Background: an optimization exercise with open tools, aiming at small area and few clock cycles. Do not read the settings as production practice.
RTL that was checked went through simulation tests only; none was proved equivalent to the original.

== yarrow ==
==> flow/design.v <==
`timescale 1ns/10ps
module ELA(clk, rst, ready, in_data, data_rd, req, wen, addr, data_wr, done);
	input				clk;
	input				rst;
	input				ready;
	input		[7:0]	in_data;
	input		[7:0]	data_rd;
	output				req;
	output				wen;
	output		[12:0]	addr;
	output		[7:0]	data_wr;
	output				done;
reg				mode;
reg		[1:0]	ph;
reg		[6:0]	cnt;
reg		[4:0]	n;
reg				fin;
reg		[7:0]	UA, UB;			 
reg		[7:0]	R0, R1, R2;		 
reg		[7:0]	best_q;			 
reg				best_c;
reg		[7:0]	best_v;			 
reg				eq;				 
reg		[10:0]	tot;			 
function [8:0] add8;			 
	input	[7:0]	a;
	input	[7:0]	b;
	input			ci;
	integer			k;
	reg				c;
	begin
		c = ci;
		for (k = 0; k < 8; k = k + 1) begin
			add8[k] = a[k] ^ b[k] ^ c;
			c = (a[k] & b[k]) | (c & (a[k] ^ b[k]));
		end
		add8[8] = c;
	end
endfunction
function [10:0] add11;			 
	input	[10:0]	a;
	input	[10:0]	b;
	integer			k;
	reg				c;
	begin
		c = 1'b0;
		for (k = 0; k < 11; k = k + 1) begin
			add11[k] = a[k] ^ b[k] ^ c;
			c = (a[k] & b[k]) | (c & (a[k] ^ b[k]));
		end
	end
endfunction
function [7:0] inc8;			 
	input	[7:0]	a;
	input			ci;
	integer			k;
	reg				c;
	begin
		c = ci;
		for (k = 0; k < 8; k = k + 1) begin
			inc8[k] = a[k] ^ c;
			c = a[k] & c;
		end
	end
endfunction
wire	[7:0]	cnt_i8 = inc8({1'b0, cnt}, 1'b1);
wire	[6:0]	cnt_inc = cnt_i8[6:0];
wire	[7:0]	row_i8 = inc8({3'b000, n}, ph[1]);
wire			cnt_hi = &cnt[6:1];
wire			cnt_last = cnt_hi & cnt[0];		 
wire			cnt_126 = cnt_hi & ~cnt[0];
wire			cnt_125 = (cnt == 7'd125);
wire			edge_x = (cnt == 7'd0) | cnt_last;
assign done    = mode & ph[1] & ph[0];
assign req     = ~mode & ph[1] & cnt_hi & (cnt[0] ^ ph[0]);
assign wen     = (ph != 2'd0) & ~done;
assign addr    = {row_i8[4:0], ph[0], ph[0] ? cnt : cnt_inc};
wire	[7:0]	opa = UA;
wire	[7:0]	opb = R0;
wire	[8:0]	t   = add8(opa, ~opb, 1'b0);
wire			c   = t[8];
wire	[7:0]	q   = t[7:0] ^ {8{~c}};
wire	[8:0]	s   = add8(opa, opb, 1'b0);
wire	[8:0]	y   = add8(q, ~best_q, c);
wire			y1s = &y[7:0];
wire			y0s = ~|y[7:0];
wire			lt  = best_c ? ~y[8] : (~y[8] & ~y1s);
wire			eqd = best_c ? (y[8] & y0s) : (~y[8] & y1s);
wire	[10:0]	ts  = add11(tot, {2'b00, s});
wire			tie = eq & eqd & ~edge_x;
wire	[7:0]	res = tie ? ts[10:3] : ((~edge_x & lt) ? s[8:1] : best_v);
assign data_wr = ph[1] ? (mode ? R0 : in_data) : res;
always @(posedge clk) begin
	if (ph == 2'd0)
		UA <= data_rd;
	else if (ph == 2'd2) begin
		UA <= UB;
		UB <= UA;
	end
	if (ph == 2'd1) begin
		R0 <= R2;
		R1 <= data_rd;
		R2 <= R1;
	end
	else begin
		R0 <= R1;
		R1 <= R2;
		R2 <= R0;
	end
end
always @(posedge clk) begin
	if (ph[1] || (!edge_x && lt)) begin
		best_q <= q;
		best_c <= c;
		best_v <= s[8:1];
	end
	eq  <= eqd;
	tot <= ph[1] ? {1'b0, s, 1'b0} : ts;
end
always @(posedge clk or posedge rst) begin
	if (rst) begin
		mode <= 1'b0;
		ph   <= 2'd0;
		cnt  <= 7'd127;
		n    <= 5'd31;
		fin  <= 1'b0;
	end
	else if (!mode) begin
		case (ph)
		2'd0: if (ready) ph <= 2'd2;
		2'd2: begin
			if (cnt_126)
				ph <= 2'd3;
			else
				cnt <= cnt_inc;
		end
		2'd3: begin
			cnt <= cnt_inc;
			if (cnt_125) begin
				mode <= 1'b1;
				ph   <= 2'd1;
				n    <= row_i8[4:0];
				fin  <= 1'b1;
			end
		end
		default: ;
		endcase
	end
	else begin
		case (ph)
		2'd0: ph <= 2'd1;
		2'd1: begin
			if (fin && cnt_last) begin
				fin <= 1'b0;
				cnt <= 7'd126;
				if (n == 5'd30)
					ph <= 2'd3;
				else begin
					mode <= 1'b0;
					ph   <= 2'd3;
				end
			end
			else
				ph <= 2'd2;
		end
		2'd2: begin
			cnt <= cnt_inc;
			ph  <= 2'd0;
			if (cnt_126)
				fin <= ~fin;
		end
		default: ;
		endcase
	end
end
endmodule
Settings: LEC_CHECK=0, CAP_MARGIN=20, CORE_MARGIN=2, CORE_UTILIZATION=40, CTS_BUF_LIST=sky130_fd_sc_hd__clkbuf_8, CTS_CLUSTER_DIAMETER=500, CTS_CLUSTER_SIZE=100, SLEW_MARGIN=20; clock period 10.0 ns.
run.sh (not shown) runs the stock make flow with config.mk's settings and CLKGATE_MAP_FILE= SYNTH_SCRIPT=/design/flow/synth_recipe.tcl, a recipe that flattens the netlist after the stock synthesis.
Testbench counts of yarrow, summed over its fixed seeds: cycles 258,016.
Changes in raven relative to yarrow:
-- flow/design.v --
<<< yarrow, line 22
reg		[7:0]	best_v;			 
reg				eq;				 
reg		[10:0]	tot;			 
function [8:0] add8;			 
	input	[7:0]	a;
>>> raven, line 22
reg		[7:0]	best_v;			 
reg				eq;				 
reg		[8:0]	tot;			 
function [8:0] add8;			 
	input	[7:0]	a;
<<< yarrow, line 38
	end
endfunction
function [10:0] add11;			 
	input	[10:0]	a;
	input	[10:0]	b;
	integer			k;
	reg				c;
	begin
		c = 1'b0;
		for (k = 0; k < 11; k = k + 1) begin
			add11[k] = a[k] ^ b[k] ^ c;
			c = (a[k] & b[k]) | (c & (a[k] ^ b[k]));
		end
	end
endfunction
>>> raven, line 38
	end
endfunction
function [9:0] add9;			 
	input	[8:0]	a;
	input	[8:0]	b;
	integer			k;
	reg				c;
	begin
		c = 1'b0;
		for (k = 0; k < 9; k = k + 1) begin
			add9[k] = a[k] ^ b[k] ^ c;
			c = (a[k] & b[k]) | (c & (a[k] ^ b[k]));
		end
		add9[9] = c;
	end
endfunction
<<< yarrow, line 76
assign wen     = (ph != 2'd0) & ~done;
assign addr    = {row_i8[4:0], ph[0], ph[0] ? cnt : cnt_inc};
wire	[7:0]	opa = UA;
wire	[7:0]	opb = R0;
wire	[8:0]	t   = add8(opa, ~opb, 1'b0);
>>> raven, line 77
assign wen     = (ph != 2'd0) & ~done;
assign addr    = {row_i8[4:0], ph[0], ph[0] ? cnt : cnt_inc};
wire	[7:0]	opa = (ph == 2'd0) ? data_rd : UA;
wire	[7:0]	opb = R0;
wire	[8:0]	t   = add8(opa, ~opb, 1'b0);
<<< yarrow, line 87
wire			lt  = best_c ? ~y[8] : (~y[8] & ~y1s);
wire			eqd = best_c ? (y[8] & y0s) : (~y[8] & y1s);
wire	[10:0]	ts  = add11(tot, {2'b00, s});
wire			tie = eq & eqd & ~edge_x;
wire	[7:0]	res = tie ? ts[10:3] : ((~edge_x & lt) ? s[8:1] : best_v);
assign data_wr = ph[1] ? (mode ? R0 : in_data) : res;
always @(posedge clk) begin
	if (ph == 2'd0)
		UA <= data_rd;
	else if (ph == 2'd2) begin
		UA <= UB;
		UB <= UA;
	end
	if (ph == 2'd1) begin
		R0 <= R2;
		R1 <= data_rd;
		R2 <= R1;
	end
>>> raven, line 88
wire			lt  = best_c ? ~y[8] : (~y[8] & ~y1s);
wire			eqd = best_c ? (y[8] & y0s) : (~y[8] & y1s);
wire	[9:0]	ts  = add9(tot, s);
wire			tie = eq & eqd & ~edge_x;
wire	[7:0]	res = tie ? ts[9:2] : ((edge_x | lt | eqd) ? s[8:1] : best_v);
assign data_wr = ph[1] ? (mode ? R2 : in_data) : res;
always @(posedge clk) begin
	if (ph == 2'd0) begin
		UA <= UB;
		UB <= data_rd;
	end
	if (ph == 2'd1) begin
		R0 <= data_rd;
		R1 <= R0;
		R2 <= R1;
	end
<<< yarrow, line 110
end
always @(posedge clk) begin
	if (ph[1] || (!edge_x && lt)) begin
		best_q <= q;
		best_c <= c;
>>> raven, line 109
end
always @(posedge clk) begin
	if (ph[1] || lt) begin
		best_q <= q;
		best_c <= c;
<<< yarrow, line 116
	end
	eq  <= eqd;
	tot <= ph[1] ? {1'b0, s, 1'b0} : ts;
end
always @(posedge clk or posedge rst) begin
>>> raven, line 115
	end
	eq  <= eqd;
	tot <= ph[1] ? s : ts[9:1];
end
always @(posedge clk or posedge rst) begin
==> comparison <==
Fraction of synthesized cell area in xor and xnor cells: yarrow vs raven — no meaningful difference
Route | raven vs yarrow | wire longer in raven
Highest attainable clock frequency: raven < yarrow
Delta (raven minus yarrow): cell count went up, post-route cell area now sits higher, cell count after placement now larger, overall via count from detail_route went up by 49, clock-cell share of area has decreased.
| raven | all stages done | FAIL | negative setup slack |
[raven vs yarrow] pin count of the biggest net entering global routing: higher in raven
Re number of clock buffers in the layout: yarrow and raven aren't equal, and the higher value belongs to raven.
raven ends up with higher layout net count than yarrow does.
No functional check of the RTL was part of raven.


north:
Another version of the RTL of ELA (not shown whole).
For scale: ~360 cells after synthesis, roughly 93 flip-flops, roughly 43 I/O pins, about 4500 um^2 of cells after synthesis.
==> module ELA, before the edit <==
module ELA(clk, rst, ready, in_data, data_rd, req, wen, addr, data_wr, done);
	input				clk;
	input				rst;
	input				ready;
	input		[7:0]	in_data;
	input		[7:0]	data_rd;
	output				req;
	output				wen;
	output		[12:0]	addr;
	output		[7:0]	data_wr;
	output				done;
reg				mode;
reg		[1:0]	ph;
reg		[6:0]	cnt;
reg		[4:0]	n;
reg				fin;
reg		[7:0]	UA, UB;			 
reg		[7:0]	R0, R1, R2, R3;	 
reg		[7:0]	best_q;			 
reg				best_c;
reg		[7:0]	best_v;			 
reg				eq;				 
reg		[10:0]	tot;			 
function [8:0] add8;			 
	input	[7:0]	a;
	input	[7:0]	b;
	input			ci;
	integer			k;
	reg				c;
	begin
		c = ci;
		for (k = 0; k < 8; k = k + 1) begin
			add8[k] = a[k] ^ b[k] ^ c;
			c = (a[k] & b[k]) | (c & (a[k] ^ b[k]));
		end
		add8[8] = c;
	end
endfunction
function [10:0] add11;			 
	input	[10:0]	a;
	input	[10:0]	b;
	input			ci;
	integer			k;
	reg				c;
	begin
		c = ci;
		for (k = 0; k < 11; k = k + 1) begin
			add11[k] = a[k] ^ b[k] ^ c;
			c = (a[k] & b[k]) | (c & (a[k] ^ b[k]));
		end
	end
endfunction
function [7:0] inc8;			 
	input	[7:0]	a;
	input			ci;
	integer			k;
	reg				c;
	begin
		c = ci;
		for (k = 0; k < 8; k = k + 1) begin
			inc8[k] = a[k] ^ c;
			c = a[k] & c;
		end
	end
endfunction
wire	[7:0]	cnt_i8 = inc8({1'b0, cnt}, 1'b1);
wire	[6:0]	cnt_inc = cnt_i8[6:0];
wire	[7:0]	row_i8 = inc8({3'b000, n}, ph[1]);
wire			cnt_hi = &cnt[6:1];
wire			cnt_last = cnt_hi & cnt[0];		 
wire			cnt_126 = cnt_hi & ~cnt[0];
wire			cnt_125 = (cnt == 7'd125);
wire			edge_x = (cnt == 7'd0) | cnt_last;
assign done    = mode & ph[1] & ph[0];
assign req     = ~mode & ph[1] & cnt_hi & (cnt[0] ^ ph[0]);
wire			lead = mode & (fin ? cnt_126 : (cnt_last & ph == 2'd1));
assign wen     = (ph != 2'd0) & ~done & ~lead;
assign addr    = {row_i8[4:0], ph[0], ph[0] ? cnt : cnt_inc};
wire	[7:0]	opa = UA;
wire	[7:0]	opb = R0;
wire	[8:0]	t   = add8(opa, ~opb, 1'b0);
wire			c   = t[8];
wire	[7:0]	q   = t[7:0] ^ {8{~c}};
wire	[8:0]	s   = add8(opa, opb, 1'b0);
wire	[8:0]	y   = add8(q, ~best_q, c);
wire			y1s = &y[7:0];
wire			y0s = ~|y[7:0];
wire			lt  = best_c ? ~y[8] : (~y[8] & ~y1s);
wire			eqd = best_c ? (y[8] & y0s) : (~y[8] & y1s);
wire	[10:0]	ts  = add11(tot, {2'b00, s}, ph[0] & s[0]);
wire			tie = eq & eqd & ~edge_x;
wire	[7:0]	res = tie ? ts[10:3] : ((~edge_x & lt) ? s[8:1] : best_v);
assign data_wr = ph[1] ? (mode ? R3 : in_data) : res;
always @(posedge clk) begin
	UA <= (ph == 2'd0) ? data_rd : UB;
	UB <= UA;
	R0 <= (ph == 2'd1) ? data_rd : R3;
	R1 <= R0;
	R2 <= R1;
	R3 <= R2;
end
always @(posedge clk) begin
	if (ph[1] || lt || eqd || edge_x) begin
		best_q <= q;
		best_c <= c;
		best_v <= s[8:1];
	end
	eq  <= eqd;
	tot <= ph[1] ? {3'b000, s[8:1]} : {ts[9:0], 1'b0};
end
always @(posedge clk or posedge rst) begin
	if (rst) begin
		mode <= 1'b0;
		ph   <= 2'd0;
		cnt  <= 7'd127;
		n    <= 5'd31;
		fin  <= 1'b0;
	end
	else if (!mode) begin
		case (ph)
		2'd0: if (ready) ph <= 2'd2;
		2'd2: begin
			if (cnt_126)
				ph <= 2'd3;
			else
				cnt <= cnt_inc;
		end
		2'd3: begin
			cnt <= cnt_inc;
			if (cnt_125) begin
				mode <= 1'b1;
				ph   <= 2'd1;
				n    <= row_i8[4:0];
				fin  <= 1'b1;
			end
		end
		default: ;
		endcase
	end
	else begin
		case (ph)
		2'd0: ph <= 2'd1;
		2'd1: begin
			if (fin && cnt_last) begin
				fin <= 1'b0;
				cnt <= 7'd126;
				if (n == 5'd30)
					ph <= 2'd3;
				else begin
					mode <= 1'b0;
					ph   <= 2'd3;
				end
			end
			else
				ph <= 2'd2;
		end
		2'd2: begin
			cnt <= cnt_inc;
			ph  <= 2'd0;
			if (cnt_126)
				fin <= ~fin;
		end
		default: ;
		endcase
	end
end
endmodule
==> flow/config.mk <==
export PLATFORM = sky130hd
export DESIGN_NAME = ELA
export DESIGN_NICKNAME = ELA
export VERILOG_FILES = /design/flow/design.v
export SDC_FILE = /design/flow/constraint.sdc
export NUM_CORES = 4
export LEC_CHECK = 0
export CAP_MARGIN = 20
export CORE_MARGIN = 2
export CORE_UTILIZATION = 60
export CTS_BUF_LIST = sky130_fd_sc_hd__clkbuf_8
export CTS_CLUSTER_DIAMETER = 500
export CTS_CLUSTER_SIZE = 100
export SLEW_MARGIN = 20
==> flow/constraint.sdc <==
create_clock -name core_clock -period 10.0 [get_ports {clk}]
set_input_delay 2.0000 -clock core_clock [delete_from_list [all_inputs] [get_ports {clk}]]
set_output_delay 2.0000 -clock core_clock [all_outputs]
set_load 0.01 [all_outputs]
standard.sh (not shown) runs the stock make flow with config.mk's settings and CLKGATE_MAP_FILE= SYNTH_SCRIPT=/design/flow/synth_recipe.tcl, a recipe that flattens the netlist after the stock synthesis.
==> flow/flow/run.sh <==
#!/bin/bash
# The standard layout (the standard.sh, standard synthesis included) with
# two changes that only affect buffering:
#  - the port buffers use the smallest buffer cell instead of the one
#    buffer_ports picks by default;
#  - clock tree synthesis inserts no dummy loads.
# Each tool's output goes to orfs/logs; this script's own output goes to
# flow_standard.log.
set -euo pipefail
cd "$(dirname "$0")/.."
bash standard.sh \
  "BUFFER_PORTS_ARGS=-buffer_cell sky130_fd_sc_hd__buf_1" \
  "CTS_ARGS=-sink_clustering_enable -repair_clock_nets -dont_use_dummy_load -buf_list sky130_fd_sc_hd__clkbuf_8 -sink_clustering_size 100 -sink_clustering_max_diameter 500" \
  finish > flow_standard.log 2>&1
Testbench counts of north, summed over its fixed seeds: cycles 258,016.
diff inputs: north => south
diff --git a/flow/design.v b/flow/design.v
--- a/flow/design.v
+++ b/flow/design.v
@@ -90,7 +90,7 @@
 wire			eqd = best_c ? (y[8] & y0s) : (~y[8] & y1s);
 wire	[10:0]	ts  = add11(tot, {2'b00, s}, ph[0] & s[0]);
 wire			tie = eq & eqd & ~edge_x;
-wire	[7:0]	res = tie ? ts[10:3] : ((~edge_x & lt) ? s[8:1] : best_v);
+wire	[7:0]	res = tie ? ts[10:3] : ((edge_x ? cnt[0] : lt) ? s[8:1] : best_v);
 assign data_wr = ph[1] ? (mode ? R3 : in_data) : res;
 always @(posedge clk) begin
 	UA <= (ph == 2'd0) ? data_rd : UB;
@@ -157,7 +157,7 @@
 		end
 		2'd2: begin
 			cnt <= cnt_inc;
-			ph  <= 2'd0;
+			ph  <= (cnt_126 && !fin) ? 2'd1 : 2'd0;
 			if (cnt_126)
 				fin <= ~fin;
 		end
Notes after the runs:
- Remaining routing DRC violations: south vs north, no meaningful difference
- north -> south: overall overflow remaining after global route delta 0, exact match
- In south, the length in cells of the worst reg-to-reg path came out 1 below the value in north.
- south gives more met2 global-route usage than north did.
- Compared with north, south shows placer's final routability congestion estimate that has gone up by more than 10%.
- Against north, die area in south rose by a few percent.
- The cell at the slowest stage of the critical path comes out sky130_fd_sc_hd__or4b_1 in one run and sky130_fd_sc_hd__fa_1 in the other, namely in north and south respectively.
- Looking at setup clock skew after layout, south sits 0.0058 ns lower than north does.
- Critical path depth: south lower than north
- [diff] total vias in the final route, south relative to north: regression
- For the simple logic cell fraction of the synthesized area, south came in 1.1 points higher than north did.
No functional check of the RTL was part of south.

[re-timing with driven ports]
How much do the figures lean on ideal ports? The routed layouts below were timed once more, with nothing changed but the port constraints. Step 1, drivers: a clkbuf_16 drives clk and a buf_2 each remaining input, both assumed. Step 2 times the ports against the registers' clock, not the clock port: input delays grow and output delays shrink by t, the midpoint of the rising clock arrivals with the driver on. Slacks: ideal / step 1 / step 2; pairs: ideal / step 1.
run	shift t [ns]	slack for setup (ns)	worst hold slack (ns)	worst register clock-pin slew, ns	pins driven straight from the clock port
yarrow	0.400	0.232 / 0.199 / 0.600	0.465 / 0.465 / 0.465	0.09 / 0.09	1
raven	0.391	-0.778 / -0.815 / -0.815	0.423 / 0.423 / 0.423	0.08 / 0.08	1
north	0.384	0.309 / 0.277 / 0.661	0.326 / 0.326 / 0.326	0.10 / 0.10	1
south	0.374	0.306 / 0.273 / 0.648	0.326 / 0.326 / 0.326	0.10 / 0.10	1
The setup slack of raven, which loses most, moves by -0.037 ns with the drivers and by -0.037 ns with both steps.
